Context: an optimization exercise on an open-source flow, tuned for small area and a short achievable clock period. The choices shown serve that exercise and are no tape-out recipe. Where RTL was checked, it was by simulation tests only, not by an equivalence proof against the original. The RTL of run 3 was laid out without a check of its function. Power and IR drop assume default switching activity.

==> design/flow/design.v <==
module fp_mul11 (x, y, s_hi, k_hi, cin);
	input [10:0] x, y;
	output [14:0] s_hi, k_hi;
	output cin;
	wire pp0_0 = ~(x[0] & y[0]);
	wire pp0_1 = ~(x[0] & y[1]);
	wire pp0_2 = ~(x[0] & y[2]);
	wire pp0_3 = ~(x[0] & y[3]);
	wire pp0_4 = ~(x[0] & y[4]);
	wire pp0_5 = ~(x[0] & y[5]);
	wire pp0_6 = ~(x[0] & y[6]);
	wire pp0_7 = ~(x[0] & y[7]);
	wire pp0_8 = ~(x[0] & y[8]);
	wire pp0_9 = ~(x[0] & y[9]);
	wire pp0_10 = ~(x[0] & y[10]);
	wire pp1_0 = ~(x[1] & y[0]);
	wire pp1_1 = ~(x[1] & y[1]);
	wire pp1_2 = ~(x[1] & y[2]);
	wire pp1_3 = ~(x[1] & y[3]);
	wire pp1_4 = ~(x[1] & y[4]);
	wire pp1_5 = ~(x[1] & y[5]);
	wire pp1_6 = ~(x[1] & y[6]);
	wire pp1_7 = ~(x[1] & y[7]);
	wire pp1_8 = ~(x[1] & y[8]);
	wire pp1_9 = ~(x[1] & y[9]);
	wire pp1_10 = ~(x[1] & y[10]);
	wire pp2_0 = ~(x[2] & y[0]);
	wire pp2_1 = ~(x[2] & y[1]);
	wire pp2_2 = ~(x[2] & y[2]);
	wire pp2_3 = ~(x[2] & y[3]);
	wire pp2_4 = ~(x[2] & y[4]);
	wire pp2_5 = ~(x[2] & y[5]);
	wire pp2_6 = ~(x[2] & y[6]);
	wire pp2_7 = ~(x[2] & y[7]);
	wire pp2_8 = ~(x[2] & y[8]);
	wire pp2_9 = ~(x[2] & y[9]);
	wire pp2_10 = ~(x[2] & y[10]);
	wire pp3_0 = ~(x[3] & y[0]);
	wire pp3_1 = ~(x[3] & y[1]);
	wire pp3_2 = ~(x[3] & y[2]);
	wire pp3_3 = ~(x[3] & y[3]);
	wire pp3_4 = ~(x[3] & y[4]);
	wire pp3_5 = ~(x[3] & y[5]);
	wire pp3_6 = ~(x[3] & y[6]);
	wire pp3_7 = ~(x[3] & y[7]);
	wire pp3_8 = ~(x[3] & y[8]);
	wire pp3_9 = ~(x[3] & y[9]);
	wire pp3_10 = ~(x[3] & y[10]);
	wire pp4_0 = ~(x[4] & y[0]);
	wire pp4_1 = ~(x[4] & y[1]);
	wire pp4_2 = ~(x[4] & y[2]);
	wire pp4_3 = ~(x[4] & y[3]);
	wire pp4_4 = ~(x[4] & y[4]);
	wire pp4_5 = ~(x[4] & y[5]);
	wire pp4_6 = ~(x[4] & y[6]);
	wire pp4_7 = ~(x[4] & y[7]);
	wire pp4_8 = ~(x[4] & y[8]);
	wire pp4_9 = ~(x[4] & y[9]);
	wire pp4_10 = ~(x[4] & y[10]);
	wire pp5_0 = ~(x[5] & y[0]);
	wire pp5_1 = ~(x[5] & y[1]);
	wire pp5_2 = ~(x[5] & y[2]);
	wire pp5_3 = ~(x[5] & y[3]);
	wire pp5_4 = ~(x[5] & y[4]);
	wire pp5_5 = ~(x[5] & y[5]);
	wire pp5_6 = ~(x[5] & y[6]);
	wire pp5_7 = ~(x[5] & y[7]);
	wire pp5_8 = ~(x[5] & y[8]);
	wire pp5_9 = ~(x[5] & y[9]);
	wire pp5_10 = ~(x[5] & y[10]);
	wire pp6_0 = ~(x[6] & y[0]);
	wire pp6_1 = ~(x[6] & y[1]);
	wire pp6_2 = ~(x[6] & y[2]);
	wire pp6_3 = ~(x[6] & y[3]);
	wire pp6_4 = ~(x[6] & y[4]);
	wire pp6_5 = ~(x[6] & y[5]);
	wire pp6_6 = ~(x[6] & y[6]);
	wire pp6_7 = ~(x[6] & y[7]);
	wire pp6_8 = ~(x[6] & y[8]);
	wire pp6_9 = ~(x[6] & y[9]);
	wire pp6_10 = ~(x[6] & y[10]);
	wire pp7_0 = ~(x[7] & y[0]);
	wire pp7_1 = ~(x[7] & y[1]);
	wire pp7_2 = ~(x[7] & y[2]);
	wire pp7_3 = ~(x[7] & y[3]);
	wire pp7_4 = ~(x[7] & y[4]);
	wire pp7_5 = ~(x[7] & y[5]);
	wire pp7_6 = ~(x[7] & y[6]);
	wire pp7_7 = ~(x[7] & y[7]);
	wire pp7_8 = ~(x[7] & y[8]);
	wire pp7_9 = ~(x[7] & y[9]);
	wire pp7_10 = ~(x[7] & y[10]);
	wire pp8_0 = ~(x[8] & y[0]);
	wire pp8_1 = ~(x[8] & y[1]);
	wire pp8_2 = ~(x[8] & y[2]);
	wire pp8_3 = ~(x[8] & y[3]);
	wire pp8_4 = ~(x[8] & y[4]);
	wire pp8_5 = ~(x[8] & y[5]);
	wire pp8_6 = ~(x[8] & y[6]);
	wire pp8_7 = ~(x[8] & y[7]);
	wire pp8_8 = ~(x[8] & y[8]);
	wire pp8_9 = ~(x[8] & y[9]);
	wire pp8_10 = ~(x[8] & y[10]);
	wire pp9_0 = ~(x[9] & y[0]);
	wire pp9_1 = ~(x[9] & y[1]);
	wire pp9_2 = ~(x[9] & y[2]);
	wire pp9_3 = ~(x[9] & y[3]);
	wire pp9_4 = ~(x[9] & y[4]);
	wire pp9_5 = ~(x[9] & y[5]);
	wire pp9_6 = ~(x[9] & y[6]);
	wire pp9_7 = ~(x[9] & y[7]);
	wire pp9_8 = ~(x[9] & y[8]);
	wire pp9_9 = ~(x[9] & y[9]);
	wire pp9_10 = ~(x[9] & y[10]);
	wire pp10_0 = ~(x[10] & y[0]);
	wire pp10_1 = ~(x[10] & y[1]);
	wire pp10_2 = ~(x[10] & y[2]);
	wire pp10_3 = ~(x[10] & y[3]);
	wire pp10_4 = ~(x[10] & y[4]);
	wire pp10_5 = ~(x[10] & y[5]);
	wire pp10_6 = ~(x[10] & y[6]);
	wire pp10_7 = ~(x[10] & y[7]);
	wire pp10_8 = ~(x[10] & y[8]);
	wire pp10_9 = ~(x[10] & y[9]);
	wire pp10_10 = ~(x[10] & y[10]);
	wire s1 = ~(pp0_9 ^ pp1_8);
	wire k2 = pp0_9 | pp1_8;
	wire s3, k4;
	fp_fa us3 (pp1_9, pp2_8, pp3_7, s3, k4);
	wire s5 = ~(pp4_6 ^ pp5_5);
	wire k6 = pp4_6 | pp5_5;
	wire s7, k8;
	fp_fa us7 (pp2_9, pp3_8, pp4_7, s7, k8);
	wire s9 = ~(pp5_6 ^ pp6_5);
	wire k10 = pp5_6 | pp6_5;
	wire s11, k12;
	fp_fa us11 (pp3_9, pp4_8, pp5_7, s11, k12);
	wire s13 = ~(pp0_6 ^ pp1_5);
	wire k14 = pp0_6 | pp1_5;
	wire s15, k16;
	fp_fa us15 (pp0_7, pp1_6, pp2_5, s15, k16);
	wire s17 = ~(pp3_4 ^ pp4_3);
	wire k18 = pp3_4 | pp4_3;
	wire s19, k20;
	fp_fa us19 (pp0_8, pp1_7, pp2_6, s19, k20);
	wire s21, k22;
	fp_fa us21 (pp3_5, pp4_4, pp5_3, s21, k22);
	wire s23 = ~(pp6_2 ^ pp7_1);
	wire k24 = pp6_2 | pp7_1;
	wire s25, k26;
	fp_fa us25 (pp2_7, pp3_6, pp4_5, s25, k26);
	wire s27, k28;
	fp_fa us27 (pp5_4, pp6_3, pp7_2, s27, k28);
	wire s29, k30;
	fp_fa us29 (pp8_1, pp9_0, s1, s29, k30);
	wire s31, k32;
	fp_fa us31 (pp6_4, pp7_3, pp8_2, s31, k32);
	wire s33, k34;
	fp_fa us33 (pp9_1, k2, s5, s33, k34);
	wire s35, k36;
	fp_fa us35 (pp0_10, pp10_0, s3, s35, k36);
	wire s37, k38;
	fp_fa us37 (pp7_4, pp8_3, pp9_2, s37, k38);
	wire s39, k40;
	fp_fa us39 (k6, s9, pp1_10, s39, k40);
	wire s41, k42;
	fp_fa us41 (pp10_1, k4, s7, s41, k42);
	wire s43, k44;
	fp_fa us43 (pp6_6, pp7_5, pp8_4, s43, k44);
	wire s45, k46;
	fp_fa us45 (pp9_3, k10, pp2_10, s45, k46);
	wire s47, k48;
	fp_fa us47 (pp10_2, k8, s11, s47, k48);
	wire s49, k50;
	fp_fa us49 (pp4_9, pp5_8, pp6_7, s49, k50);
	wire s51, k52;
	fp_fa us51 (pp7_6, pp8_5, pp9_4, s51, k52);
	wire s53, k54;
	fp_fa us53 (pp3_10, pp10_3, k12, s53, k54);
	wire s55, k56;
	fp_fa us55 (pp5_9, pp6_8, pp7_7, s55, k56);
	wire s57, k58;
	fp_fa us57 (pp8_6, pp9_5, pp4_10, s57, k58);
	wire s59, k60;
	fp_fa us59 (pp6_9, pp7_8, pp8_7, s59, k60);
	wire s61 = ~(pp0_4 ^ pp1_3);
	wire k62 = pp0_4 | pp1_3;
	wire s63, k64;
	fp_fa us63 (pp0_5, pp1_4, pp2_3, s63, k64);
	wire s65 = ~(pp3_2 ^ pp4_1);
	wire k66 = pp3_2 | pp4_1;
	wire s67, k68;
	fp_fa us67 (pp2_4, pp3_3, pp4_2, s67, k68);
	wire s69, k70;
	fp_fa us69 (pp5_1, pp6_0, s13, s69, k70);
	wire s71, k72;
	fp_fa us71 (pp5_2, pp6_1, pp7_0, s71, k72);
	wire s73, k74;
	fp_fa us73 (k14, s17, s15, s73, k74);
	wire s75, k76;
	fp_fa us75 (pp8_0, k18, s23, s75, k76);
	wire s77, k78;
	fp_fa us77 (k16, s19, s21, s77, k78);
	wire s79, k80;
	fp_fa us79 (k24, k20, k22, s79, k80);
	wire s81, k82;
	fp_fa us81 (s25, s27, s29, s81, k82);
	wire s83, k84;
	fp_fa us83 (k26, k28, s31, s83, k84);
	wire s85, k86;
	fp_fa us85 (k30, s33, s35, s85, k86);
	wire s87, k88;
	fp_fa us87 (k32, s37, k34, s87, k88);
	wire s89, k90;
	fp_fa us89 (s39, k36, s41, s89, k90);
	wire s91, k92;
	fp_fa us91 (k38, s43, k40, s91, k92);
	wire s93, k94;
	fp_fa us93 (s45, k42, s47, s93, k94);
	wire s95, k96;
	fp_fa us95 (k44, s49, s51, s95, k96);
	wire s97, k98;
	fp_fa us97 (k46, k48, s53, s97, k98);
	wire s99, k100;
	fp_fa us99 (pp10_4, k50, k52, s99, k100);
	wire s101, k102;
	fp_fa us101 (s55, s57, k54, s101, k102);
	wire s103, k104;
	fp_fa us103 (pp9_6, pp5_10, pp10_5, s103, k104);
	wire s105, k106;
	fp_fa us105 (k56, s59, k58, s105, k106);
	wire s107, k108;
	fp_fa us107 (pp7_9, pp8_8, pp9_7, s107, k108);
	wire s109, k110;
	fp_fa us109 (pp6_10, pp10_6, k60, s109, k110);
	wire s111, k112;
	fp_fa us111 (pp8_9, pp9_8, pp7_10, s111, k112);
	wire s113 = ~(pp0_3 ^ pp1_2);
	wire k114 = pp0_3 | pp1_2;
	wire s115, k116;
	fp_fa us115 (pp2_2, pp3_1, pp4_0, s115, k116);
	wire s117, k118;
	fp_fa us117 (pp5_0, k62, s65, s117, k118);
	wire s119, k120;
	fp_fa us119 (k66, k64, s67, s119, k120);
	wire s121, k122;
	fp_fa us121 (k68, s71, k70, s121, k122);
	wire s123, k124;
	fp_fa us123 (k72, s75, k74, s123, k124);
	wire s125, k126;
	fp_fa us125 (k76, k78, s79, s125, k126);
	wire s127, k128;
	fp_fa us127 (k80, s83, k82, s127, k128);
	wire s129, k130;
	fp_fa us129 (k84, s87, k86, s129, k130);
	wire s131, k132;
	fp_fa us131 (k88, s91, k90, s131, k132);
	wire s133, k134;
	fp_fa us133 (s95, k92, k94, s133, k134);
	wire s135, k136;
	fp_fa us135 (k96, s99, k98, s135, k136);
	wire s137, k138;
	fp_fa us137 (s103, k100, s105, s137, k138);
	wire s139, k140;
	fp_fa us139 (s107, k104, s109, s139, k140);
	wire s141, k142;
	fp_fa us141 (pp10_7, k108, s111, s141, k142);
	wire s143, k144;
	fp_fa us143 (pp9_9, pp8_10, pp10_8, s143, k144);
	wire s145 = ~(pp0_2 ^ pp1_1);
	wire k146 = pp0_2 | pp1_1;
	wire s147, k148;
	fp_fa us147 (pp2_1, pp3_0, s113, s147, k148);
	wire s149, k150;
	fp_fa us149 (k114, s61, s115, s149, k150);
	wire s151, k152;
	fp_fa us151 (k116, s63, s117, s151, k152);
	wire s153, k154;
	fp_fa us153 (k118, s69, s119, s153, k154);
	wire s155, k156;
	fp_fa us155 (k120, s73, s121, s155, k156);
	wire s157, k158;
	fp_fa us157 (s77, k122, s123, s157, k158);
	wire s159, k160;
	fp_fa us159 (s81, k124, s125, s159, k160);
	wire s161, k162;
	fp_fa us161 (k126, s85, s127, s161, k162);
	wire s163, k164;
	fp_fa us163 (s89, k128, s129, s163, k164);
	wire s165, k166;
	fp_fa us165 (s93, k130, s131, s165, k166);
	wire s167, k168;
	fp_fa us167 (s97, k132, s133, s167, k168);
	wire s169, k170;
	fp_fa us169 (s101, k134, s135, s169, k170);
	wire s171, k172;
	fp_fa us171 (k102, s137, k136, s171, k172);
	wire s173, k174;
	fp_fa us173 (k106, s139, k138, s173, k174);
	wire s175, k176;
	fp_fa us175 (k110, s141, k140, s175, k176);
	wire s177, k178;
	fp_fa us177 (s143, k112, k142, s177, k178);
	wire s179, k180;
	fp_fa us179 (pp9_10, pp10_9, k144, s179, k180);
	wire [21:0] ra = {1'b0, ~k180, ~k178, ~k176, ~k174, ~k172, ~k170, ~k168, ~k166, ~k164, ~k162, ~k160, ~k158, ~k156, ~k154, ~k152, ~k150, ~k148, ~k146, ~s145, ~pp0_1, ~pp0_0};
	wire [21:0] rb = {1'b0, ~pp10_10, ~s179, ~s177, ~s175, ~s173, ~s171, ~s169, ~s167, ~s165, ~s163, ~s161, ~s159, ~s157, ~s155, ~s153, ~s151, ~s149, ~s147, ~pp2_0, ~pp1_0, 1'b0};
	wire [7:0] lo = ra[6:0] + rb[6:0];
	assign cin = lo[7];
	assign s_hi = ra[21:7];
	assign k_hi = rb[21:7];
endmodule
module fp_fa (a, b, c, s, co);
	input a, b, c;
	output s, co;
	assign s = a ^ b ^ c;
	assign co = (a & b) | (a & c) | (b & c);
endmodule
module fp_ha (a, b, s, co);
	input a, b;
	output s, co;
	assign s = a ^ b;
	assign co = a & b;
endmodule
module fp_norm (c, sh, x, eb, rm, sign, nan, inf, res);
	input [14:0] c;       
	input [3:0] sh;       
	input x;              
	input [4:0] eb;       
	input [1:0] rm;
	input sign, nan, inf;
	output [15:0] res;
	wire [14:0] t = c << sh;
	wire d = x & ~t[14];
	wire [13:0] f0 = d ? t[13:0] : t[14:1];
	wire rne = ~rm[1] & ~rm[0];
	wire rup = (~rm[1] & rm[0] & sign) | (rm[1] & ~rm[0] & ~sign);
	wire plus1 = rne & f0[2] & (f0[1] | f0[0] | f0[3]) | rup & (f0[2] | f0[1] | f0[0]);
	wire [10:0] m = f0[13:3];
	wire [10:0] ao;       
	assign ao[0] = 1'b1;
	assign ao[1] = m[0];
	wire a01 = m[0] & m[1];
	wire a23 = m[2] & m[3];
	wire a45 = m[4] & m[5];
	wire a67 = m[6] & m[7];
	wire a89 = m[8] & m[9];
	wire a03 = a01 & a23;
	wire a47 = a45 & a67;
	assign ao[2] = a01;
	assign ao[3] = a01 & m[2];
	assign ao[4] = a03;
	assign ao[5] = a03 & m[4];
	assign ao[6] = a03 & a45;
	assign ao[7] = a03 & a45 & m[6];
	assign ao[8] = a03 & a47;
	assign ao[9] = a03 & a47 & m[8];
	assign ao[10] = a03 & a47 & a89;
	wire all1 = ao[10] & m[10];
	wire [10:0] fr = m ^ ({11{plus1}} & ao);
	wire cout = plus1 & all1;
	wire [4:0] ebm = eb - 5'd1;
	wire [4:0] ebp = eb + 5'd1;
	wire [4:0] x0 = d ? ebm : eb;
	wire [4:0] x1 = d ? eb : ebp;
	wire [4:0] expo = cout ? x1 : x0;
	wire e31 = &eb, e30 = (eb == 5'd30), e00 = (eb == 5'd0);
	wire ovf = f0[13] & (d ? (e00 | (e31 & cout)) : (e31 | (e30 & cout)));
	wire big = ovf & ~(rne | rup);        
	assign res =
		nan ? {1'b1, 5'h1f, 1'b1, eb, sh} :
		(ovf | inf) ? {sign, 4'hf, ~big, {10{big}}} :
		{sign, f0[13] ? expo : 5'd0, fr[9:0]};
endmodule
`timescale 1ns / 1ps
module pipelined_fpadder (a,b,sub,rm,s,clk,clrn,e);
	input clk, clrn;
	input [15:0] a, b;
	input [1:0] rm;
	input sub;
	input e;
	output reg [15:0] s;
	wire [4:0] ea = a[14:10];
	wire [4:0] eb = b[14:10];
	wire ha = |ea;
	wire hb = |eb;
	wire [10:0] ma = {ha, a[9:0]};
	wire [10:0] mb = {hb, b[9:0]};
	wire [4:0] ee = ea + eb + 5'd17;           
	wire a_ff = &ea, b_ff = &eb;
	wire a_f0 = ~|a[9:0], b_f0 = ~|b[9:0];
	wire a_inf = a_ff & a_f0, b_inf = b_ff & b_f0;
	wire a_nan = a_ff & ~a_f0, b_nan = b_ff & ~b_f0;
	wire is_inf = a_inf | b_inf;
	wire is_nan = a_nan | b_nan | ((sub ^ a[15] ^ b[15]) & a_inf & b_inf);
	wire [8:0] nan9 = (a[8:0] > b[8:0]) ? a[8:0] : b[8:0];
	function [3:0] lz10;
		input [9:0] f;
		reg [15:0] g;
		reg [7:0] h8;
		reg [3:0] h4;
		reg [1:0] h2;
		reg z8, z4, z2;
		begin
			g = {f, 6'b111111};
			z8 = ~|g[15:8];
			h8 = z8 ? g[7:0] : g[15:8];
			z4 = ~|h8[7:4];
			h4 = z4 ? h8[3:0] : h8[7:4];
			z2 = ~|h4[3:2];
			h2 = z2 ? h4[1:0] : h4[3:2];
			lz10 = {z8, z4, z2, ~h2[1]};
		end
	endfunction
	wire [3:0] za = lz10(a[9:0]);
	wire [3:0] zb = lz10(b[9:0]);
	wire ez = ~|ee;
	wire [4:0] mm = {ee[4:1], ee[0] | ez};     
	wire [3:0] mc = mm[4] ? 4'd15 : mm[3:0];
	wire [3:0] zs = ha ? zb : za;
	wire [5:0] dd = {1'b0, ee} - {2'b0, zs};  
	wire x1 = ~dd[5] & |dd[4:1];               
	wire [3:0] sh1 = x1 ? zs + 4'd1 : mc;
	wire [4:0] eb_1 = x1 ? dd[4:0] : {4'd0, ~ez};
	wire [4:0] zz = {1'b0, za} + {1'b0, zb};
	wire x2 = zz < 5'd15;
	wire [3:0] sh2 = (zz > 5'd13) ? 4'd15 : zz[3:0] + 4'd2;
	wire [4:0] eb_2 = x2 ? 5'd16 - zz : 5'd1;
	wire both = ~ha & ~hb;
	wire none = ha & hb;
	wire ll_lt = none | (both ? x2 : x1);
	wire [3:0] shc = none ? 4'd0 : both ? sh2 : sh1;
	wire [4:0] eb1 = none ? ee + 5'd1 : both ? eb_2 : eb_1;
	wire [14:0] ps, pk;
	wire pcin;
	fp_mul11 mul (.x(ma), .y(mb), .s_hi(ps), .k_hi(pk), .cin(pcin));
	reg [13:0] r_ps, r_pk;
	reg r_cin;
	reg [4:0] r_eb;
	reg [3:0] r_sh;
	reg [1:0] r_rm;
	reg r_sign, r_x, r_nan, r_inf;
	reg r_v;
	always @(posedge clk or negedge clrn) begin
		if (!clrn) r_v <= 0;
		else if (e) r_v <= 1'b1;
	end
	always @(posedge clk) begin
		if (e) begin
			r_ps <= ps[13:0];    
			r_pk <= pk[13:0];
			r_cin <= pcin;
			r_eb <= is_nan ? nan9[8:4] : eb1;    
			r_sh <= is_nan ? nan9[3:0] : shc;
			r_rm <= rm;
			r_sign <= a[15] ^ b[15];
			r_x <= ll_lt;
			r_nan <= is_nan;
			r_inf <= is_inf;
		end
	end
	wire [15:0] r_cw = {1'b0, r_ps, r_cin} + {1'b0, r_pk, r_cin};   
	wire [14:0] r_c = r_cw[15:1];
	wire [15:0] res;
	fp_norm norm (.c(r_c), .sh(r_sh), .x(r_x), .eb(r_eb), .rm(r_rm), .sign(r_sign),
		.nan(r_nan), .inf(r_inf), .res(res));
	wire [15:0] res_v = res & {16{r_v}};
	always @(posedge clk or negedge clrn) begin
		if (!clrn) s <= 0;
		else if (e) s <= res_v;
	end
endmodule
==> design/flow/flow/run.sh <==
#!/bin/bash
# The standard layout, with plain buffers (not delay buffers) on the ports.
set -euo pipefail
bash standard.sh "BUFFER_PORTS_ARGS=-buffer_cell sky130_fd_sc_hd__buf_1" finish > make_finish.log 2>&1
==> design/flow/standard.sh <==
#!/bin/bash
# synth_recipe.tcl (not shown) runs the flow's synth.tcl, then flattens the netlist and writes it again
# the make line also repeats each setting of config.mk as NAME=value (left out here)
make -C /OpenROAD-flow-scripts/flow DESIGN_CONFIG=/design/flow/config.mk WORK_HOME=/design/flow/orfs CLKGATE_MAP_FILE= SYNTH_SCRIPT=/design/flow/synth_recipe.tcl "${@:-finish}"
==> design/flow/config.mk <==
export PLATFORM = sky130hd
export DESIGN_NAME = pipelined_fpadder
export DESIGN_NICKNAME = pipelined_fpadder
export VERILOG_FILES = /design/flow/design.v
export SDC_FILE = /design/flow/constraint.sdc
export NUM_CORES = 4
export LEC_CHECK = 0
export ABC_AREA = 1
export CAP_MARGIN = 20
export CORE_MARGIN = 2
export CORE_UTILIZATION = 40
export SETUP_SLACK_MARGIN = 3.0
export SLEW_MARGIN = 20
export SYNTH_HIERARCHICAL = 1
==> design/flow/constraint.sdc <==
create_clock -name core_clock -period 7.0 [get_ports {clk}]
set_input_delay 1.4000 -clock core_clock [delete_from_list [all_inputs] [get_ports {clk}]]
set_output_delay 1.4000 -clock core_clock [all_outputs]
set_load 0.01 [all_outputs]
==> impl_metrics.toml, run 1 <==
[finish]
area_growth_pct = 26.9
final_nets = 1500
final_common_cell = "nand2_1"
mostFrequentLayoutCells = "345 x nand2_1, 151 x inv_1, 88 x nand3_1"
antenna_cells = 0
drive_above_1_share_pct = 25.6

[floorplanning]
start_util_pct = 41.1
die_y_um = 154
rows = 54
die_area_um2 = 23800
fp.coreArea_um2 = 22000
die_w_um = 154
ioPinCount = 54

[timing]
timing.hold.ws_ps = 468
skew_ps = 15.1
fmax_ghz = 0.247
finalSetupViolCount = 0
slew_headroom_pct = 41.0
hold_viol_final = 0
worst_slack_ps = 2950
maxSlewViolCount = 0
fin_crit_ps = 4050
period_share_pct = 57.9
grt_setup_unrepaired = "yes"
tightest_slew_ps = 885
tns_ps = 0

[grt]
antenna_found_initial = 0
overflow = 0
grt_pass1_vias = 7761
grt_start_max_net_pins = 43
grt_pass1_wl_um = 38100
track_usage_pct = 19.8

[clock_tree]
clock_latency_ps = 340
h-tree-depth = 3
cts_max_path_buffers = 2
cts_tree = "done"
clkTransAtPathRegs_ps = 60
postCtsHoldBufs = 0
root_buffer = "clkbuf_16"
cts_inserted_buffers = 9
cts_sinks = 61

[route]
ant_nets = 0
first_iter_violations = 616
drcViolationCount = 0
via_per_inst = 5.14
num_vias = 8213
wl_um = 24800
wire_per_inst_um = 15.5
first_pass_iters = 5

[critical_path]
arrival_ps = 4140
path_max_fanout = 4
critPathCaptureType = "flop"
crit_required_ps = 7090
worst_setup_path_start_kind = "primary input"
crit_type = "in -> reg"

[synth]
synth_nets = 1406
syn-cell-area_um2 = 9030
syn_inst = 1220
yosys_warnings = 7
syn_area_per_cell_um2 = 7.40

[place]
hpwl_um = 17400
numPortBuffers = 53
pre_cts_slack_ps = 2030
place_congestion = 0.832

[power_and_ir_drop]
design_power_total_mw = 3.19
leakage_nw = 5.35
vdd.ir_drop.worst_v = 0.000160
power_density_nw_per_um2 = 278

[run]
cap_violations = 0

[run_status]
status = "no timing/DRC/antenna violations"

[min_path]
hold_path_class = "reg -> reg"
## repair_timing
action | in CTS | in global routing
endpoints found under the setup margin | 41 | 32
gates resized for setup | 122 | 187
setup buffers | 19 | 53
pin swaps | 24 | 94
cloned | 4 | 2
## layout make-up
type                       count  area (µm²)
timing repair buffer         127        1130
clock buffer                  12         258
clock inverter                 4        31.3
fill                        2031       10500
multi-input combinational    940        7260
inverter                     175         682
sequential                    61        1750
tap                          280         350
## state kept, by name, summed over array words and instances, names as in the netlist
name,flops
s,16
r_pk,14
r_ps,14
r_eb,5
r_sh,4
r_rm,2
r_cin,1
r_inf,1
r_nan,1
r_sign,1
r_v,1
r_x,1
## path summary, 6_finish.rpt
kind	startpoint	endpoint	slack, ps	cells after the start
worst max-delay path	b[5]	r_eb[3]	2950	22
worst min-delay path	s[4]	s[4]	470	2
worst max register to register	r_pk[4]	s[2]	3020	28
worst min register to register	s[4]	s[4]	470	2
max in group asynchronous	clrn	s[13]	5300	1
min in group asynchronous	clrn	s[4]	1160	1
## stage by stage
| stage | cell area (µm²) | cells | utilization [%] |
|---|---|---|---|
| floorplan | 9220 | 1220 | - |
| global placement | 9420 | 1505 | 42.9 |
| detailed placement | 9420 | 1505 | 42.9 |
| CTS | 10300 | 1544 | 46.9 |
| global route | 11500 | 1599 | 52.2 |
| finish | 11500 | 1599 | 52.2 |
## power breakdown
part / switching (mW) / internal (mW)
sequential: 0.0753 / 0.521
clock: 0.160 / 0.262
combinational: 1.26 / 0.907
total: 1.50 / 1.69
## worst max-delay path: stages
cell and delay (ps):
buf_12 110, nor2_4 110, nand2_2 90, nor2_4 230
a21oi_4 110, nand3_2 130, and2_4 180, and2_4 150
ha_4 140, inv_2 40, fa_2 350, inv_2 60
nand2_2 40, nand2_2 80, inv_2 50, or2_4 270
nor3_4 210, nor2_4 70, a21oi_2 140, nand2_1 70
nand2_1 60, o21ai_1 60
## metal layers
metal / up-vias / track usage (%) / part of all wire, %
met5: - / 0 / 0
met1: 3854 / 28.0 / 45
li1: 4079 / - / -
met3: 33 / 1.71 / 4.7
met4: 0 / 5.74 / 1.6
met2: 247 / 32.5 / 49
==> run 2: changes to the inputs <==
--- a/design/flow/config.mk
+++ b/design/flow/config.mk
@@ -9,6 +9,6 @@
 export CAP_MARGIN = 20
 export CORE_MARGIN = 2
 export CORE_UTILIZATION = 40
-export SETUP_SLACK_MARGIN = 3.0
+export SETUP_SLACK_MARGIN = 2.5
 export SLEW_MARGIN = 20
 export SYNTH_HIERARCHICAL = 1
==> run 2 against run 1 <==
  * Still clean on timing, DRC and antenna
  * Clock power increased by 2%
  * Sequential share of layout area grew 2.6 points
  * Final cell count down 4.5%
  * First-iteration DRC count down 14%
  * Fmax down 5.7%
  * Global-route usage fell by 0.88 points
  * Sequential power decreased by 3.5%
==> impl_metrics.toml, run 2 <==
[critical_path]
reg2reg_depth = 28
critPathCaptureType = "flop"
arrival_ps = 4370
cp-endpoint = "r_sh[3]"
critPathBufInv = 2
cp_num_cells = 18
worst_setup_path_start_kind = "primary input"
path_max_fanout = 13
crit_type = "in -> reg"
path_cells = "buf_1 > a21oi_1 > and2_1 > nand3_1 > nand2_1 > ha_1 > fa_1 > nor2_1 > a211oi_1 > nand2b_2 > nand3_2 > nand2_4 > nor2_4 > inv_4 > nand2_1 > nand2_1 > nand2_1 > nand2_1"
critPathSlowestCell = "buf_1"
regToRegEndpoint = "s[12]"
crit_start = "b[1]"
rr_startpoint = "r_ps[2]"
crit_top_cell = "nand2_1"
r2r_slack_ps = 2900
crit_required_ps = 7080
crit_family = "simple AND/OR/NAND/NOR gates"
cpPeakStageDelay_ps = 630

[clock_tree]
root_buffer = "clkbuf_16"
cts_tree = "done"
clock_latency_ps = 330
h-tree-depth = 3
cts_inserted_buffers = 9
cts_max_path_buffers = 2
cts_sinks = 61
clkTransAtPathRegs_ps = 50

[finish]
drive_above_1_share_pct = 9.78
mostFrequentLayoutCells = "380 x nand2_1, 167 x inv_1, 112 x nand3_1"
final_common_cell = "nand2_1"
reg_top3 = "s: 16 flops, r_pk: 14 flops, r_ps: 14 flops"
final_area_um2 = 9810
fillers = 2242
fin_util_pct = 44.7
largest_register_ffs = 16
antenna_cells = 0
area_growth_pct = 8.65
final_nets = 1428
top_register = "s"

[grt]
overflow = 0
antenna_found_initial = 0
grt_pass1_vias = 7432
grt_start_max_net_pins = 38
track_usage_pct = 18.9
grt_pass1_wl_um = 36400

[timing]
hold_viol_final = 0
tns_ps = 0
grt_setup_unrepaired = "no"
fin_crit_ps = 4290
period_share_pct = 61.3
maxSlewViolCount = 0
fmax_ghz = 0.233
worst_slack_ps = 2710
skew_ps = 9.33
finalSetupViolCount = 0
tightest_slew_ps = 881
slew_headroom_pct = 41.3

[power_and_ir_drop]
vdd.ir_drop.worst_v = 0.000124
leakage_nw = 4.74
switching_power_mw = 1.28
intPower_mw = 1.43
p_comb_share_pct = 63.0
power_density_nw_per_um2 = 277
design_power_total_mw = 2.72
seqPwrFrac_pct = 21.1
p_sw_share_pct = 47.2
clkPwrFrac_pct = 15.8

[place]
pre_cts_slack_ps = 1840
numPortBuffers = 53
placed_area_um2 = 9280
hpwl_um = 17300
place_congestion = 0.882

[route]
first_iter_violations = 532
drcViolationCount = 0
ant_nets = 0
wire_per_inst_um = 14.5
num_vias = 7801
wl_um = 22100
via_per_inst = 5.11
first_pass_iters = 5

[floorplanning]
rows = 54
start_util_pct = 41.1
die_w_um = 154
fp.coreArea_um2 = 22000
die_area_um2 = 23800
ioPinCount = 54
die_y_um = 154

[run_status]
status = "no timing/DRC/antenna violations"

[min_path]
hold_path_class = "reg -> reg"

[synth]
syn_inst = 1220
syn-cell-area_um2 = 9030
synth_nets = 1406
yosys_warnings = 7
syn_area_per_cell_um2 = 7.40

[run]
cap_violations = 0
-- run 2: metal layers --
| metal | vias up | track usage (%) | share of wire [%] |
|---|---|---|---|
| met5 | - | 0 | 0 |
| met4 | 0 | 5.21 | 1.8 |
| met3 | 29 | 2.66 | 4.2 |
| met2 | 185 | 30.4 | 46 |
| met1 | 3659 | 26.7 | 48 |
| li1 | 3928 | - | - |
-- run 2: cell type report --
cell class              count  area [µm²]  area share [%]
well taps                 280         350            3.57
clock inverters             3        16.3           0.166
inverters                 175         669            6.83
flip-flops and latches     61        1750            17.8
clock buffers              13         282            2.87
multi-input cells         936        6440            65.6
repair buffers             59         305            3.11
-- run 2: worst min path at each step --
| stage | startpoint | to | slack (ps) | cells after the start |
|---|---|---|---|---|
| 2_1_floorplan | s[10] | s[10] | 520 | 2 |
| 3_3_place_gp | s[5] | s[5] | 460 | 2 |
| 3_5_place_dp | s[15] | s[15] | 460 | 2 |
| 4_1_cts | s[15] | s[15] | 480 | 2 |
| 5_1_grt | s[0] | s[0] | 500 | 2 |
| 6_report | s[11] | s[11] | 470 | 2 |
-- run 2: through the flow --
step | instances | hold WS (ps)
3_5_place_dp | 1505 | 463
3_3_place_gp | 1505 | 463
2_1_floorplan | 1220 | 516
5_1_grt | 1527 | 498
4_1_cts | 1521 | 478
6_report | 1527 | 475
-- run 2: power by group through the flow --
stage	registers, mW	clock network (mW)	logic, mW
2_1_floorplan	0.566	0	1.34
3_3_place_gp	0.580	0	1.65
3_5_place_dp	0.581	0	1.66
4_1_cts	0.575	0.443	1.67
5_1_grt	0.587	0.456	1.98
6_report	0.575	0.431	1.71
-- run 2: what timing repair did --
action | in CTS | in global routing
pin swaps | 0 | 3
buffers inserted | 0 | 4
endpoints found under the setup margin | 25 | 25
cloned | 0 | 2
resized for setup | 18 | 56
hold buffers | 0 | 0
-- run 2: worst min-delay path, delay by kind of cell (launching register included) --
kind | cells | cell delay, ps
AND/OR/NAND/NOR | 2 | 110
flip-flops | 1 | 330
==> run 3: changes to the inputs <==
--- a/design/flow/design.v
+++ b/design/flow/design.v
@@ -322,11 +322,12 @@
 	assign s = a ^ b;
 	assign co = a & b;
 endmodule
-module fp_norm (c, sh, x, eb, rm, sign, nan, inf, res);
+module fp_norm (c, sh, x, eb, pay, rm, sign, nan, inf, res);
 	input [14:0] c;       
 	input [3:0] sh;       
 	input x;              
 	input [4:0] eb;       
+	input [8:0] pay;      
 	input [1:0] rm;
 	input sign, nan, inf;
 	output [15:0] res;
@@ -368,7 +369,7 @@
 	wire ovf = f0[13] & (d ? (e00 | (e31 & cout)) : (e31 | (e30 & cout)));
 	wire big = ovf & ~(rne | rup);        
 	assign res =
-		nan ? {1'b1, 5'h1f, 1'b1, eb, sh} :
+		nan ? {1'b1, 5'h1f, 1'b1, pay} :
 		(ovf | inf) ? {sign, 4'hf, ~big, {10{big}}} :
 		{sign, f0[13] ? expo : 5'd0, fr[9:0]};
 endmodule
@@ -414,32 +415,19 @@
 	endfunction
 	wire [3:0] za = lz10(a[9:0]);
 	wire [3:0] zb = lz10(b[9:0]);
-	wire ez = ~|ee;
-	wire [4:0] mm = {ee[4:1], ee[0] | ez};     
-	wire [3:0] mc = mm[4] ? 4'd15 : mm[3:0];
-	wire [3:0] zs = ha ? zb : za;
-	wire [5:0] dd = {1'b0, ee} - {2'b0, zs};  
-	wire x1 = ~dd[5] & |dd[4:1];               
-	wire [3:0] sh1 = x1 ? zs + 4'd1 : mc;
-	wire [4:0] eb_1 = x1 ? dd[4:0] : {4'd0, ~ez};
-	wire [4:0] zz = {1'b0, za} + {1'b0, zb};
-	wire x2 = zz < 5'd15;
-	wire [3:0] sh2 = (zz > 5'd13) ? 4'd15 : zz[3:0] + 4'd2;
-	wire [4:0] eb_2 = x2 ? 5'd16 - zz : 5'd1;
 	wire both = ~ha & ~hb;
 	wire none = ha & hb;
-	wire ll_lt = none | (both ? x2 : x1);
-	wire [3:0] shc = none ? 4'd0 : both ? sh2 : sh1;
-	wire [4:0] eb1 = none ? ee + 5'd1 : both ? eb_2 : eb_1;
+	wire [4:0] zv = both ? {1'b0, za} + {1'b0, zb} : {1'b0, ha ? zb : za};
 	wire [14:0] ps, pk;
 	wire pcin;
 	fp_mul11 mul (.x(ma), .y(mb), .s_hi(ps), .k_hi(pk), .cin(pcin));
 	reg [13:0] r_ps, r_pk;
 	reg r_cin;
-	reg [4:0] r_eb;
-	reg [3:0] r_sh;
+	reg [4:0] r_e;      
+	reg [4:0] r_z;      
+	reg r_none, r_both;
 	reg [1:0] r_rm;
-	reg r_sign, r_x, r_nan, r_inf;
+	reg r_sign, r_nan, r_inf;
 	reg r_v;
 	always @(posedge clk or negedge clrn) begin
 		if (!clrn) r_v <= 0;
@@ -450,19 +438,33 @@
 			r_ps <= ps[13:0];    
 			r_pk <= pk[13:0];
 			r_cin <= pcin;
-			r_eb <= is_nan ? nan9[8:4] : eb1;    
-			r_sh <= is_nan ? nan9[3:0] : shc;
+			r_e <= is_nan ? {1'b0, nan9[8:5]} : ee;
+			r_z <= is_nan ? nan9[4:0] : zv;
+			r_none <= none;
+			r_both <= both;
 			r_rm <= rm;
 			r_sign <= a[15] ^ b[15];
-			r_x <= ll_lt;
 			r_nan <= is_nan;
 			r_inf <= is_inf;
 		end
 	end
 	wire [15:0] r_cw = {1'b0, r_ps, r_cin} + {1'b0, r_pk, r_cin};   
 	wire [14:0] r_c = r_cw[15:1];
+	wire ez = ~|r_e;
+	wire [3:0] mc = r_e[4] ? 4'd15 : {r_e[3:1], r_e[0] | ez};    
+	wire [5:0] dd = {1'b0, r_e} - {1'b0, r_z};    
+	wire x1 = ~dd[5] & |dd[4:1];
+	wire [3:0] sh1 = x1 ? r_z[3:0] + 4'd1 : mc;
+	wire [4:0] eb_1 = x1 ? dd[4:0] : {4'd0, ~ez};
+	wire x2 = r_z < 5'd15;                       
+	wire [3:0] sh2 = (r_z > 5'd13) ? 4'd15 : r_z[3:0] + 4'd2;
+	wire [4:0] eb_2 = x2 ? 5'd16 - r_z : 5'd1;
+	wire r_x = r_none | (r_both ? x2 : x1);
+	wire [3:0] r_sh = r_none ? 4'd0 : r_both ? sh2 : sh1;
+	wire [4:0] r_eb = r_none ? r_e + 5'd1 : r_both ? eb_2 : eb_1;
+	wire [8:0] r_pay = {r_e[3:0], r_z};
 	wire [15:0] res;
-	fp_norm norm (.c(r_c), .sh(r_sh), .x(r_x), .eb(r_eb), .rm(r_rm), .sign(r_sign),
+	fp_norm norm (.c(r_c), .sh(r_sh), .x(r_x), .eb(r_eb), .pay(r_pay), .rm(r_rm), .sign(r_sign),
 		.nan(r_nan), .inf(r_inf), .res(res));
 	wire [15:0] res_v = res & {16{r_v}};
 	always @(posedge clk or negedge clrn) begin
--- a/design/flow/config.mk
+++ b/design/flow/config.mk
@@ -9,6 +9,6 @@
 export CAP_MARGIN = 20
 export CORE_MARGIN = 2
 export CORE_UTILIZATION = 40
-export SETUP_SLACK_MARGIN = 2.5
+export SETUP_SLACK_MARGIN = 0.3
 export SLEW_MARGIN = 20
 export SYNTH_HIERARCHICAL = 1
==> run 3 against run 2 <==
  * Still clean
  * Non-clock buffer count unchanged
  * Clock-buffer cell count decreased by 2
  * Sequential power increased by 3%
  * Global-route usage increased by 0.88 points
  * Sequential share of layout area increased by 0.77 points
  * Total power increased by 9.4%
  * Hold slack got worse by 1.6 ps
  * Synthesized area increased by 1.4%
  * Critical endpoint is now s[11]
  * Largest power group unchanged
  * Highest routed layer unchanged
==> impl_metrics.toml, run 3 <==
[run_status]
status = "no timing/DRC/antenna violations"

[finish]
drive_above_1_share_pct = 8.09
final_area_um2 = 9720
antenna_cells = 0
fillers = 2322
final_nets = 1419
final_common_cell = "nand2_1"
area_growth_pct = 6.23
reg_top3 = "s: 16 flops, r_pk: 14 flops, r_ps: 14 flops"
mostFrequentLayoutCells = "354 x nand2_1, 169 x inv_1, 102 x nand3_1"
largest_register_ffs = 16
top_register = "s"

[route]
ant_nets = 0
via_per_inst = 5.15
first_iter_violations = 590
drcViolationCount = 0
num_vias = 7833
wire_per_inst_um = 14.7
first_pass_iters = 5
wl_um = 22400

[power_and_ir_drop]
power_density_nw_per_um2 = 306
p_comb_share_pct = 66.0
p_sw_share_pct = 49.6
switching_power_mw = 1.47
intPower_mw = 1.50
clkPwrFrac_pct = 14.2
seqPwrFrac_pct = 19.9
vdd.ir_drop.worst_v = 0.000165
leakage_nw = 4.67

[timing]
tns_ps = 0
finalSetupViolCount = 0
grt_setup_unrepaired = "no"
fmax_ghz = 0.192
fin_crit_ps = 5220
tightest_slew_ps = 985
hold_viol_final = 0
skew_ps = 11.2
slew_headroom_pct = 34.3
maxSlewViolCount = 0
period_share_pct = 74.6
worst_slack_ps = 1780

[grt]
antenna_found_initial = 0
track_usage_pct = 19.8
grt_pass1_wl_um = 38400
grt_pass1_vias = 7795
grt_start_max_net_pins = 39
overflow = 0

[clock_tree]
cts_max_path_buffers = 2
cts_tree = "done"
cts_inserted_buffers = 9
postCtsHoldBufs = 0
h-tree-depth = 3
cts_resized = 0
cts_sinks = 63
root_buffer = "clkbuf_16"
postCtsSetupBuffers = 0
clkTransAtPathRegs_ps = 60
clock_latency_ps = 340

[synth]
syn_inst = 1210
syn_area_per_cell_um2 = 7.56
synth_nets = 1398
syn-cell-area_um2 = 9150
yosys_warnings = 7

[floorplanning]
rows = 55
ioPinCount = 54
fp.coreArea_um2 = 22600
start_util_pct = 40.5
die_y_um = 155
die_area_um2 = 24100
die_w_um = 155

[place]
hpwl_um = 17600
pre_cts_slack_ps = 1800
placed_area_um2 = 9440
numPortBuffers = 53
place_congestion = 0.944

[critical_path]
r2r_slack_ps = 1780
critPathCaptureType = "flop"
arrival_ps = 5500
regToRegEndpoint = "s[11]"
reg2reg_depth = 31
worst_setup_path_start_kind = "flop"
cp-endpoint = "s[11]"
crit_type = "reg -> reg"
crit_required_ps = 7280
cpPeakStageDelay_ps = 440
rr_startpoint = "r_e[0]"
critPathSlowestCell = "edfxtp_1"
crit_start = "r_e[0]"
path_max_fanout = 19

[min_path]
hold_path_class = "reg -> reg"

[run]
cap_violations = 0
run 3: per-stage QoR:
stage	hold slack, ps	instances	util [%]	power (mW)
CTS	481	1521	43.1	3.00
global route	498	1521	43.1	3.32
detailed placement	464	1505	41.8	2.56
finish	473	1521	43.1	2.97
global placement	465	1505	41.8	2.54
floorplan	516	1210	-	2.17
run 3: worst max-delay path: cells and delay by family (launching register included):
kind                       cells  cell delay (ps)
buffers and inverters          5              960
AOI/OAI and AO/OA              2              370
xor gates and xnor gates       1              150
adders and majority gates      2              570
DFF                            1              440
and+or+nand+nor               21             2690
run 3: power groups by stage:
stage | logic, mW | registers (mW) | clock network (mW)
finish | 1.96 | 0.590 | 0.422
global route | 2.27 | 0.601 | 0.450
CTS | 1.97 | 0.591 | 0.436
detailed placement | 1.97 | 0.596 | 0
global placement | 1.95 | 0.595 | 0
floorplan | 1.57 | 0.594 | 0
run 3: worst min-delay path by stage:
stage / startpoint / to / slack (ps) / cells past startpoint
2_1_floorplan: s[10] / s[10] / 520 / 2
3_3_place_gp: s[9] / s[9] / 460 / 2
3_5_place_dp: s[6] / s[6] / 460 / 2
4_1_cts: s[9] / s[9] / 480 / 2
5_1_grt: s[9] / s[9] / 500 / 2
6_report: s[9] / s[9] / 470 / 2
run 3: per-layer routing:
| metal | wire length, µm | part of all wire, % | vias up | GRT usage (%) |
|---|---|---|---|---|
| li1 | - | - | 3928 | - |
| met1 | 10500 | 47 | 3687 | 26.5 |
| met2 | 10600 | 47 | 183 | 33.1 |
| met3 | 853 | 3.8 | 35 | 2.62 |
| met4 | 516 | 2.3 | 0 | 6.60 |
| met5 | 0 | 0 | - | 0 |
run 3: final cells by class:
cell class | count | area, µm² | area share, %
multi-input combinational | 917 | 6330 | 65.2
sequential | 63 | 1810 | 18.6
inverter | 181 | 694 | 7.14
tap | 285 | 357 | 3.67
clock buffer | 11 | 254 | 2.61
timing repair buffer | 59 | 245 | 2.52
clock inverter | 5 | 30.0 | 0.309
==> run 4: changes to the inputs <==
--- a/design/flow/design.v
+++ b/design/flow/design.v
@@ -1,7 +1,7 @@
-module fp_mul11 (x, y, s_hi, k_hi, cin);
+module fp_mul11 (x, y, s_hn, k_hn, ncin);
 	input [10:0] x, y;
-	output [14:0] s_hi, k_hi;
-	output cin;
+	output [14:0] s_hn, k_hn;
+	output ncin;
 	wire pp0_0 = ~(x[0] & y[0]);
 	wire pp0_1 = ~(x[0] & y[1]);
 	wire pp0_2 = ~(x[0] & y[2]);
@@ -303,12 +303,14 @@
 	fp_fa us177 (s143, k112, k142, s177, k178);
 	wire s179, k180;
 	fp_fa us179 (pp9_10, pp10_9, k144, s179, k180);
+	wire [21:0] na = {1'b1, k180, k178, k176, k174, k172, k170, k168, k166, k164, k162, k160, k158, k156, k154, k152, k150, k148, k146, s145, pp0_1, pp0_0};
+	wire [21:0] nb = {1'b1, pp10_10, s179, s177, s175, s173, s171, s169, s167, s165, s163, s161, s159, s157, s155, s153, s151, s149, s147, pp2_0, pp1_0, 1'b1};
+	wire [7:0] lo = na[6:0] + nb[6:0] + 1'b1;
+	assign ncin = lo[7];
+	assign s_hn = na[21:7];
+	assign k_hn = nb[21:7];
 	wire [21:0] ra = {1'b0, ~k180, ~k178, ~k176, ~k174, ~k172, ~k170, ~k168, ~k166, ~k164, ~k162, ~k160, ~k158, ~k156, ~k154, ~k152, ~k150, ~k148, ~k146, ~s145, ~pp0_1, ~pp0_0};
 	wire [21:0] rb = {1'b0, ~pp10_10, ~s179, ~s177, ~s175, ~s173, ~s171, ~s169, ~s167, ~s165, ~s163, ~s161, ~s159, ~s157, ~s155, ~s153, ~s151, ~s149, ~s147, ~pp2_0, ~pp1_0, 1'b0};
-	wire [7:0] lo = ra[6:0] + rb[6:0];
-	assign cin = lo[7];
-	assign s_hi = ra[21:7];
-	assign k_hi = rb[21:7];
 endmodule
 module fp_fa (a, b, c, s, co);
 	input a, b, c;
@@ -415,17 +417,16 @@
 	endfunction
 	wire [3:0] za = lz10(a[9:0]);
 	wire [3:0] zb = lz10(b[9:0]);
-	wire both = ~ha & ~hb;
-	wire none = ha & hb;
-	wire [4:0] zv = both ? {1'b0, za} + {1'b0, zb} : {1'b0, ha ? zb : za};
-	wire [14:0] ps, pk;
-	wire pcin;
-	fp_mul11 mul (.x(ma), .y(mb), .s_hi(ps), .k_hi(pk), .cin(pcin));
-	reg [13:0] r_ps, r_pk;
-	reg r_cin;
-	reg [4:0] r_e;      
-	reg [4:0] r_z;      
-	reg r_none, r_both;
+	wire [3:0] la = ha ? 4'd0 : za + 4'd1;
+	wire [3:0] lb = hb ? 4'd0 : zb + 4'd1;
+	wire [4:0] ll = la + lb;
+	wire [14:0] psn, pkn;
+	wire pncin;
+	fp_mul11 mul (.x(ma), .y(mb), .s_hn(psn), .k_hn(pkn), .ncin(pncin));
+	reg [13:0] r_sn, r_kn;
+	reg r_ncin;
+	reg [4:0] r_e;
+	reg [4:0] r_ll;
 	reg [1:0] r_rm;
 	reg r_sign, r_nan, r_inf;
 	reg r_v;
@@ -435,36 +436,27 @@
 	end
 	always @(posedge clk) begin
 		if (e) begin
-			r_ps <= ps[13:0];    
-			r_pk <= pk[13:0];
-			r_cin <= pcin;
-			r_e <= is_nan ? {1'b0, nan9[8:5]} : ee;
-			r_z <= is_nan ? nan9[4:0] : zv;
-			r_none <= none;
-			r_both <= both;
+			r_sn <= psn[13:0];    
+			r_kn <= pkn[13:0];
+			r_ncin <= pncin;
+			r_e <= is_nan ? nan9[8:4] : ee;      
+			r_ll <= is_nan ? {1'b0, nan9[3:0]} : ll;
 			r_rm <= rm;
 			r_sign <= a[15] ^ b[15];
 			r_nan <= is_nan;
 			r_inf <= is_inf;
 		end
 	end
-	wire [15:0] r_cw = {1'b0, r_ps, r_cin} + {1'b0, r_pk, r_cin};   
-	wire [14:0] r_c = r_cw[15:1];
-	wire ez = ~|r_e;
-	wire [3:0] mc = r_e[4] ? 4'd15 : {r_e[3:1], r_e[0] | ez};    
-	wire [5:0] dd = {1'b0, r_e} - {1'b0, r_z};    
-	wire x1 = ~dd[5] & |dd[4:1];
-	wire [3:0] sh1 = x1 ? r_z[3:0] + 4'd1 : mc;
-	wire [4:0] eb_1 = x1 ? dd[4:0] : {4'd0, ~ez};
-	wire x2 = r_z < 5'd15;                       
-	wire [3:0] sh2 = (r_z > 5'd13) ? 4'd15 : r_z[3:0] + 4'd2;
-	wire [4:0] eb_2 = x2 ? 5'd16 - r_z : 5'd1;
-	wire r_x = r_none | (r_both ? x2 : x1);
-	wire [3:0] r_sh = r_none ? 4'd0 : r_both ? sh2 : sh1;
-	wire [4:0] r_eb = r_none ? r_e + 5'd1 : r_both ? eb_2 : eb_1;
-	wire [8:0] r_pay = {r_e[3:0], r_z};
+	wire [15:0] r_cw = {1'b0, r_sn, r_ncin} + {1'b0, r_kn, r_ncin};
+	wire [14:0] r_c = ~r_cw[15:1];
 	wire [15:0] res;
-	fp_norm norm (.c(r_c), .sh(r_sh), .x(r_x), .eb(r_eb), .pay(r_pay), .rm(r_rm), .sign(r_sign),
+	wire ez = ~|r_e;
+	wire [4:0] mm = {r_e[4:1], r_e[0] | ez};   
+	wire r_x = r_ll < mm;
+	wire [4:0] shu = r_x ? r_ll : mm;
+	wire [3:0] r_sh = shu[4] ? 4'd15 : shu[3:0];
+	wire [4:0] r_eb = r_e + 5'd1 - {1'b0, r_sh};
+	fp_norm norm (.c(r_c), .sh(r_sh), .x(r_x), .eb(r_eb), .pay({r_e, r_ll[3:0]}), .rm(r_rm), .sign(r_sign),
 		.nan(r_nan), .inf(r_inf), .res(res));
 	wire [15:0] res_v = res & {16{r_v}};
 	always @(posedge clk or negedge clrn) begin
--- a/design/flow/config.mk
+++ b/design/flow/config.mk
@@ -9,6 +9,6 @@
 export CAP_MARGIN = 20
 export CORE_MARGIN = 2
 export CORE_UTILIZATION = 40
-export SETUP_SLACK_MARGIN = 0.3
+export SETUP_SLACK_MARGIN = 2.5
 export SLEW_MARGIN = 20
 export SYNTH_HIERARCHICAL = 1
==> run 4 against run 3 <==
  * Global-route usage decreased by 1.5 points
  * Sequential cell count decreased by 2
  * Fmax increased by 22%
  * Clock power increased by about 20%
  * Setup slack improved by 950 ps
  * Via count decreased by 4.7%
  * First-iteration DRC count decreased by 4.7%
  * Critical path depth decreased by 15
==> impl_metrics.toml, run 4 <==
[floorplanning]
start_util_pct = 40.4
ioPinCount = 54
die_w_um = 152
rows = 54
die_y_um = 152
die_area_um2 = 23100
fp.coreArea_um2 = 21700

[grt]
grt_busiest_layer = "met2"
overflow = 0
met3_usage_pct = 1.51
grt_pass1_wl_um = 34700
antenna_found_initial = 0
use_met2_pct = 30.7
grt_start_max_net_pins = 36
track_usage_pct = 18.2
use_met1_pct = 24.5
grt_pass1_vias = 7180

[clock_tree]
root_buffer = "clkbuf_16"
cts_inserted_buffers = 9
cts_max_path_buffers = 2
h-tree-depth = 3
clock_latency_ps = 340
clkTransAtPathRegs_ps = 50
cts_tree = "done"
postCtsHoldBufs = 0
cts_sinks = 61

[synth]
synth_nets = 1336
syn_area_per_cell_um2 = 7.64
syn-cell-area_um2 = 8760
syn_inst = 1147
yosys_warnings = 7

[critical_path]
worst_setup_path_start_kind = "primary input"
crit_required_ps = 7050
arrival_ps = 4320
crit_start = "b[2]"
crit_type = "in -> reg"
path_max_fanout = 14
critPathCaptureType = "flop"
rr_startpoint = "r_e[2]"

[power_and_ir_drop]
leakage_nw = 4.61
p_comb_share_pct = 70.6
seqPwrFrac_pct = 15.7
intPower_mw = 1.85
vdd.ir_drop.worst_v = 0.000157
p_sw_share_pct = 49.6
power_density_nw_per_um2 = 380
switching_power_mw = 1.83
clkPwrFrac_pct = 13.7

[finish]
mostFrequentLayoutCells = "349 x nand2_1, 127 x inv_1, 96 x nand3_1"
final_nets = 1363
fillers = 2163
area_growth_pct = 10.6
drive_above_1_share_pct = 13.0
reg_top3 = "s: 16 flops, r_kn: 14 flops, r_sn: 14 flops"
fin_util_pct = 44.7
final_common_cell = "nand2_1"
antenna_cells = 0
top_register = "s"
largest_register_ffs = 16

[place]
numPortBuffers = 53
hpwl_um = 15600
place_congestion = 0.826

[run]
cap_violations = 0

[timing]
tightest_slew_ps = 941
skew_ps = 6.16
hold_viol_final = 0
slew_headroom_pct = 37.2
fin_crit_ps = 4270
tns_ps = 0
maxSlewViolCount = 0
grt_setup_unrepaired = "no"
finalSetupViolCount = 0
fmax_ghz = 0.234
period_share_pct = 61.0

[route]
ant_nets = 0
first_pass_iters = 5
via_per_inst = 5.12
num_vias = 7465
first_iter_violations = 562
drcViolationCount = 0
wire_per_inst_um = 14.5
wl_um = 21200

[min_path]
hold_path_startpoint = "s[5]"
hold_path_class = "reg -> reg"

[run_status]
status = "no timing/DRC/antenna violations"
-- run 4: per-stage QoR --
| stage | hold WS, ps | instances | power [mW] | setup slack [ps] | cell area, µm² |
|---|---|---|---|---|---|
| final | 466 | 1459 | 3.68 | 2730 | 9690 |
| after global routing | 494 | 1459 | 4.06 | 2420 | 9690 |
| after CTS | 480 | 1432 | 3.39 | 2500 | 9280 |
| after detailed placement | 464 | 1409 | 2.80 | 1870 | 8840 |
| after global placement | 463 | 1409 | 2.79 | 2000 | 8840 |
| after floorplan | 516 | 1147 | 2.54 | 2730 | 8760 |
-- run 4: what timing repair did --
item                                    in CTS  in global routing
pin swaps                                    2                 21
endpoints found under the setup margin      15                 25
resized for setup                            9                 64
buffers inserted                             6                 21
cloned                                       1                  6
-- run 4: final timing paths --
kind | to | cells after the start | slack, ps
worst max-delay path | r_ll[4] | 16 | 2730
worst min-delay path | s[5] | 2 | 470
worst max register to register | s[13] | 25 | 2750
worst min register to register | s[5] | 2 | 470
max in group asynchronous | s[4] | 1 | 5240
min in group asynchronous | r_v | 1 | 1180
-- run 4: area by class of cell --
class                   count  area (µm²)  area share [%]
clock buffers              10         229            2.36
clock inverters             6         111            1.15
inverters                 139         548            5.66
multi-input cells         876        6220            64.2
flip-flops and latches     61        1750            18.0
well taps                 280         350            3.62
repair buffers             85         470            4.86
repair inverters            2        12.5           0.129
-- run 4: power groups by stage --
| stage | Sequential [mW] | Clock, mW | Combinational, mW |
|---|---|---|---|
| 6_report | 0.576 | 0.505 | 2.60 |
| 5_1_grt | 0.589 | 0.527 | 2.95 |
| 4_1_cts | 0.578 | 0.514 | 2.30 |
| 3_5_place_dp | 0.583 | 0 | 2.22 |
| 3_3_place_gp | 0.581 | 0 | 2.20 |
| 2_1_floorplan | 0.588 | 0 | 1.95 |
-- run 4: worst max-delay path, stage by stage --
cell,delay (ps)
buf_1,580
nor2_1,140
nand3_2,180
inv_1,70
a21oi_1,170
nand2_1,70
nor2_1,240
a21oi_1,170
ha_1,300
inv_1,50
nor2_1,60
fa_1,450
nand2_1,70
inv_1,40
o21ai_0,180
a21oi_1,130
-- run 4: metal layers --
layer	wire, µm	vias to the layer above
met5	0	-
met3	767	37
li1	-	3700
met4	634	0
met2	10100	187
met1	9730	3541
==> run 5: changes to the inputs <==
--- a/design/flow/config.mk
+++ b/design/flow/config.mk
@@ -9,6 +9,7 @@
 export CAP_MARGIN = 20
 export CORE_MARGIN = 2
 export CORE_UTILIZATION = 40
+export CTS_BUF_LIST = sky130_fd_sc_hd__clkbuf_4
 export SETUP_SLACK_MARGIN = 2.5
 export SLEW_MARGIN = 20
 export SYNTH_HIERARCHICAL = 1
==> run 5 against run 4 <==
  * Via count shrank 0.63%
  * Wire length shrank 1.9%
  * Global-route usage shrank 0.12 points
  * Sequential power is essentially flat
  * Critical path type unchanged
  * Die area is the same
  * Synthesized area is the same
  * Largest power group unchanged
  * Synthesized cell count is the same
  * Largest cell class unchanged
==> impl_metrics.toml, run 5 <==
[run_status]
status = "no timing/DRC/antenna violations"

[clock_tree]
clock_latency_ps = 440
cts_sinks = 61
cts_tree = "done"
cts_max_path_buffers = 2
postCtsHoldBufs = 0
cts_inserted_buffers = 9
h-tree-depth = 3
clkTransAtPathRegs_ps = 100
root_buffer = "clkbuf_4"

[floorplanning]
fp.coreArea_um2 = 21700
rows = 54
die_y_um = 152
die_area_um2 = 23100
die_w_um = 152
ioPinCount = 54
start_util_pct = 40.4

[critical_path]
cp_num_cells = 7
worst_setup_path_start_kind = "primary input"
critPathSlowestCell = "fa_1"
cpPeakStageDelay_ps = 560
crit_family = "adder cells"
cp-endpoint = "r_kn[5]"
path_max_fanout = 14
reg2reg_depth = 25
regToRegEndpoint = "s[13]"
path_cells = "buf_1 > nand2_1 > fa_1 > fa_1 > fa_1 > fa_1 > fa_1"
rr_startpoint = "r_e[2]"
crit_type = "in -> reg"
critPathCaptureType = "flop"
r2r_slack_ps = 2740
crit_top_cell = "fa_1"
crit_start = "b[8]"
arrival_ps = 4450
crit_required_ps = 7160
critPathBufInv = 1

[timing]
hold_viol_final = 0
tightest_slew_ps = 959
timing.hold.ws_ps = 477
period_share_pct = 61.3
skew_ps = 25.3
slew_headroom_pct = 36.1
tns_ps = 0
fmax_ghz = 0.233
maxSlewViolCount = 0
finalSetupViolCount = 0
grt_setup_unrepaired = "no"
fin_crit_ps = 4290

[route]
wire_per_inst_um = 14.3
first_iter_violations = 453
num_vias = 7418
drcViolationCount = 0
wl_um = 20800
first_pass_iters = 5
via_per_inst = 5.09
ant_nets = 0

[grt]
grt_start_max_net_pins = 36
met3_usage_pct = 2.20
grt_busiest_layer = "met2"
use_met1_pct = 24.3
track_usage_pct = 18.1
antenna_found_initial = 1
grt_pass1_vias = 7167
grt_pass1_wl_um = 34500
overflow = 0
use_met2_pct = 30.7

[synth]
syn_inst = 1147
yosys_warnings = 7
syn-cell-area_um2 = 8760
syn_area_per_cell_um2 = 7.64
synth_nets = 1336

[power_and_ir_drop]
leakage_nw = 4.52
power_density_nw_per_um2 = 364
design_power_total_mw = 3.46
vdd.ir_drop.worst_v = 0.000140

[min_path]
hold_path_startpoint = "s[5]"
hold_path_class = "reg -> reg"

[finish]
final_nets = 1359
top_register = "s"
final_common_cell = "nand2_1"
reg_top3 = "s: 16 flops, r_kn: 14 flops, r_sn: 14 flops"
drive_above_1_share_pct = 12.0
mostFrequentLayoutCells = "354 x nand2_1, 128 x inv_1, 96 x nand3_1"
area_growth_pct = 8.58
final_area_um2 = 9510
largest_register_ffs = 16

[place]
hpwl_um = 15600
place_congestion = 0.826
placed_area_um2 = 8840
numPortBuffers = 53

[run]
cap_violations = 0
## run 5: report_power, final
group	internal [mW]	leakage, nW	switching [mW]
clock	0.185	0.0966	0.133
sequential	0.527	0.634	0.0466
combinational	0.964	3.79	1.60
## run 5: final cells by class
type	count	area (µm²)
diodes	1	2.50
clock buffers	10	75.1
clock inverters	6	111
fillers	2190	12200
inverters	139	548
multi-input cells	874	6210
flip-flops and latches	61	1750
well taps	280	350
repair buffers	83	450
repair inverters	2	12.5
## run 5: through the flow
step | cells | util, % | setup WS, ps
2_1_floorplan | 1147 | - | 2730
3_3_place_gp | 1409 | 40.8 | 2000
3_5_place_dp | 1409 | 40.8 | 1870
4_1_cts | 1433 | 42.1 | 2560
5_1_grt | 1456 | 43.9 | 2450
6_report | 1456 | 43.9 | 2710
## run 5: repair_timing
action / 4_1_cts / 5_1_grt
pin swaps: 3 / 18
gates cloned: 1 / 4
setup endpoints to repair: 15 / 17
resized for setup: 9 / 57
buffers inserted: 7 / 18
## run 5: routing by layer
metal,vias to the layer above,part of all wire [%]
met4,0,2.3
met3,34,3.7
met5,-,0
met2,183,48
met1,3504,46
li1,3697,-
## run 5: worst min-delay path by stage
stage                  to  slack, ps  depth (start not counted)
CTS                  s[5]        490                          2
finish               s[5]        480                          2
floorplan           s[10]        520                          2
global placement    s[15]        460                          2
global route        s[12]        510                          2
detailed placement  s[12]        460                          2
## run 5: worst register-to-register path, cell delays in order (launching register included)
cell      delay (ps)
edfxtp_1         450
inv_1            120
ha_1             250
a21oi_1          160
o21a_1           140
nand2_2           90
buf_4            150
nand2_1           40
o21ai_1           60
buf_4            200
ha_1             280
inv_1             60
ha_1             170
inv_1             60
fa_1             450
xnor2_4          250
and3_1           200
ha_2             220
nand4_2          130
nand2_4          160
nand3_4          120
nand2_1          140
nor2_4            50
o21ai_1          100
nand3_1          100
nand2_1           90
==> run 6: changes to the inputs <==
--- a/design/flow/config.mk
+++ b/design/flow/config.mk
@@ -9,7 +9,7 @@
 export CAP_MARGIN = 20
 export CORE_MARGIN = 2
 export CORE_UTILIZATION = 40
-export CTS_BUF_LIST = sky130_fd_sc_hd__clkbuf_4
-export SETUP_SLACK_MARGIN = 2.5
+export CTS_BUF_LIST = sky130_fd_sc_hd__clkbuf_8
+export SETUP_SLACK_MARGIN = 2.8
 export SLEW_MARGIN = 20
 export SYNTH_HIERARCHICAL = 1
==> run 6 against run 5 <==
  * Clock power shrank 4%
  * Hold slack gained 2.7 ps
  * Largest cell class unchanged
  * Register-to-register slack gained 99 ps
  * Sequential cell count is the same
  * Total power grew 15%
==> impl_metrics.toml, run 6 <==
[finish]
mostFrequentLayoutCells = "329 x nand2_1, 126 x inv_1, 80 x fa_1"
reg_top3 = "s: 16 flops, r_kn: 14 flops, r_sn: 14 flops"
fin_util_pct = 47.0
largest_register_ffs = 16
final_nets = 1394
top_register = "s"
antenna_cells = 0
register_area_um2 = 1750
final_common_cell = "nand2_1"
area_growth_pct = 16.4
fillers = 2112
drive_above_1_share_pct = 20.2
multi_input_comb_area_um2 = 6540

[timing]
worst_slack_ps = 2840
timing.hold.ws_ps = 480
maxSlewViolCount = 0
finalSetupViolCount = 0
period_share_pct = 59.4
tns_ps = 0
grt_setup_unrepaired = "yes"
hold_viol_final = 0
fin_crit_ps = 4160
skew_ps = 19.5
slew_headroom_pct = 39.5
tightest_slew_ps = 908
fmax_ghz = 0.240

[critical_path]
reg2reg_depth = 30
cp-endpoint = "s[8]"
critPathBufInv = 5
crit_required_ps = 7300
critPathCaptureType = "flop"
crit_type = "reg -> reg"
r2r_slack_ps = 2840
crit_start = "r_e[2]"
critPathSlowestCell = "edfxtp_1"
regToRegEndpoint = "s[8]"
cpPeakStageDelay_ps = 420
path_max_fanout = 7
arrival_ps = 4460
worst_setup_path_start_kind = "flop"
crit_top_cell = "nand2_2"
rr_startpoint = "r_e[2]"
cp_num_cells = 30
crit_family = "simple AND/OR/NAND/NOR gates"

[power_and_ir_drop]
leakage_nw = 4.82
intPower_mw = 1.92
p_sw_share_pct = 51.4
switching_power_mw = 2.04
design_power_total_mw = 3.96
p_comb_share_pct = 77.8
power_density_nw_per_um2 = 389
seqPwrFrac_pct = 14.5
vdd.ir_drop.worst_v = 0.000163
clkPwrFrac_pct = 7.7

[route]
dr_wl_met2_um = 10800
met3_length_um = 971
first_iter_violations = 498
via_per_inst = 5.18
wire_per_inst_um = 15.0
num_vias = 7723
first_pass_iters = 8
wl_um = 22300
drcViolationCount = 0
met1_length_um = 10000
ant_nets = 0
dr.max_layer_used = "met4"

[grt]
grt_start_max_net_pins = 39
grt_pass1_vias = 7269
antenna_found_initial = 0
overflow = 0
grt_pass1_wl_um = 35000
track_usage_pct = 18.2

[min_path]
hold_path_class = "reg -> reg"

[clock_tree]
cts_max_path_buffers = 2
cts_tree = "done"
clock_latency_ps = 360
root_buffer = "clkbuf_8"
cts_inserted_buffers = 9
h-tree-depth = 3
cts_sinks = 61
clkTransAtPathRegs_ps = 80

[synth]
syn-cell-area_um2 = 8760
synth_nets = 1336
syn_inst = 1147
syn_area_per_cell_um2 = 7.64
yosys_warnings = 7

[run_status]
status = "no timing/DRC/antenna violations"

[floorplanning]
ioPinCount = 54
die_y_um = 152
fp.coreArea_um2 = 21700
die_w_um = 152
die_area_um2 = 23100
start_util_pct = 40.4
rows = 54

[run]
cap_violations = 0

[place]
pre_cts_slack_ps = 1900
numPortBuffers = 53
place_congestion = 0.833
hpwl_um = 15800
-- run 6: layout make-up --
| type | count | area share [%] |
|---|---|---|
| multi-input cells | 874 | 64.2 |
| flip-flops and latches | 61 | 17.1 |
| repair buffers | 119 | 7.77 |
| inverters | 139 | 5.56 |
| well taps | 280 | 3.44 |
| clock buffers | 9 | 1.22 |
| clock inverters | 7 | 0.663 |
| repair inverters | 1 | 0.0491 |
-- run 6: metal layers --
layer  track usage [%]  vias up
met4              5.34        0
met1              25.0     3707
li1                  -     3766
met3              1.63       44
met5                 0        -
met2              30.9      206
-- run 6: metrics by stage --
step	cell area (µm²)	cells
6_report	10200	1490
5_1_grt	10200	1490
4_1_cts	9190	1430
3_5_place_dp	8840	1408
3_3_place_gp	8840	1408
2_1_floorplan	8780	1147
-- run 6: worst reg2reg max path, delay by kind of cell, from the launching register on --
kind / cells / cell delay, ps
buffers and inverters: 5 / 620
adders and majority gates: 1 / 270
and+or+nand+nor: 20 / 2190
DFF: 1 / 420
AOI/OAI and AO/OA: 4 / 570
-- run 6: worst min-delay path by stage --
stage / startpoint / end / depth (start not counted)
2_1_floorplan: s[10] / s[10] / 2
3_3_place_gp: s[15] / s[15] / 2
3_5_place_dp: s[12] / s[12] / 2
4_1_cts: s[1] / s[1] / 2
5_1_grt: s[12] / s[12] / 2
6_report: s[12] / s[12] / 2
-- run 6: what timing repair did --
action	4_1_cts	5_1_grt
resized for setup	40	142
hold buffers	0	0
pin swaps	1	57
buffers inserted	6	56
endpoints found under the setup margin	30	26
gates cloned	0	4
-- run 6: power by group through the flow --
stage	Combinational, mW	Clock [mW]	Sequential [mW]
CTS	2.34	0.315	0.575
floorplan	1.96	0	0.588
finish	3.08	0.305	0.574
detailed placement	2.23	0	0.582
global placement	2.21	0	0.581
global route	3.42	0.329	0.585

Re-timed with assumed drivers on the ports (clkbuf_16 on the clock, buf_2 on other inputs), run 6 has 2.839 ns of setup slack against 2.839 ns with ideal ports, and 2.559 ns once port delays also move by the mid clock arrival of 0.387 ns.
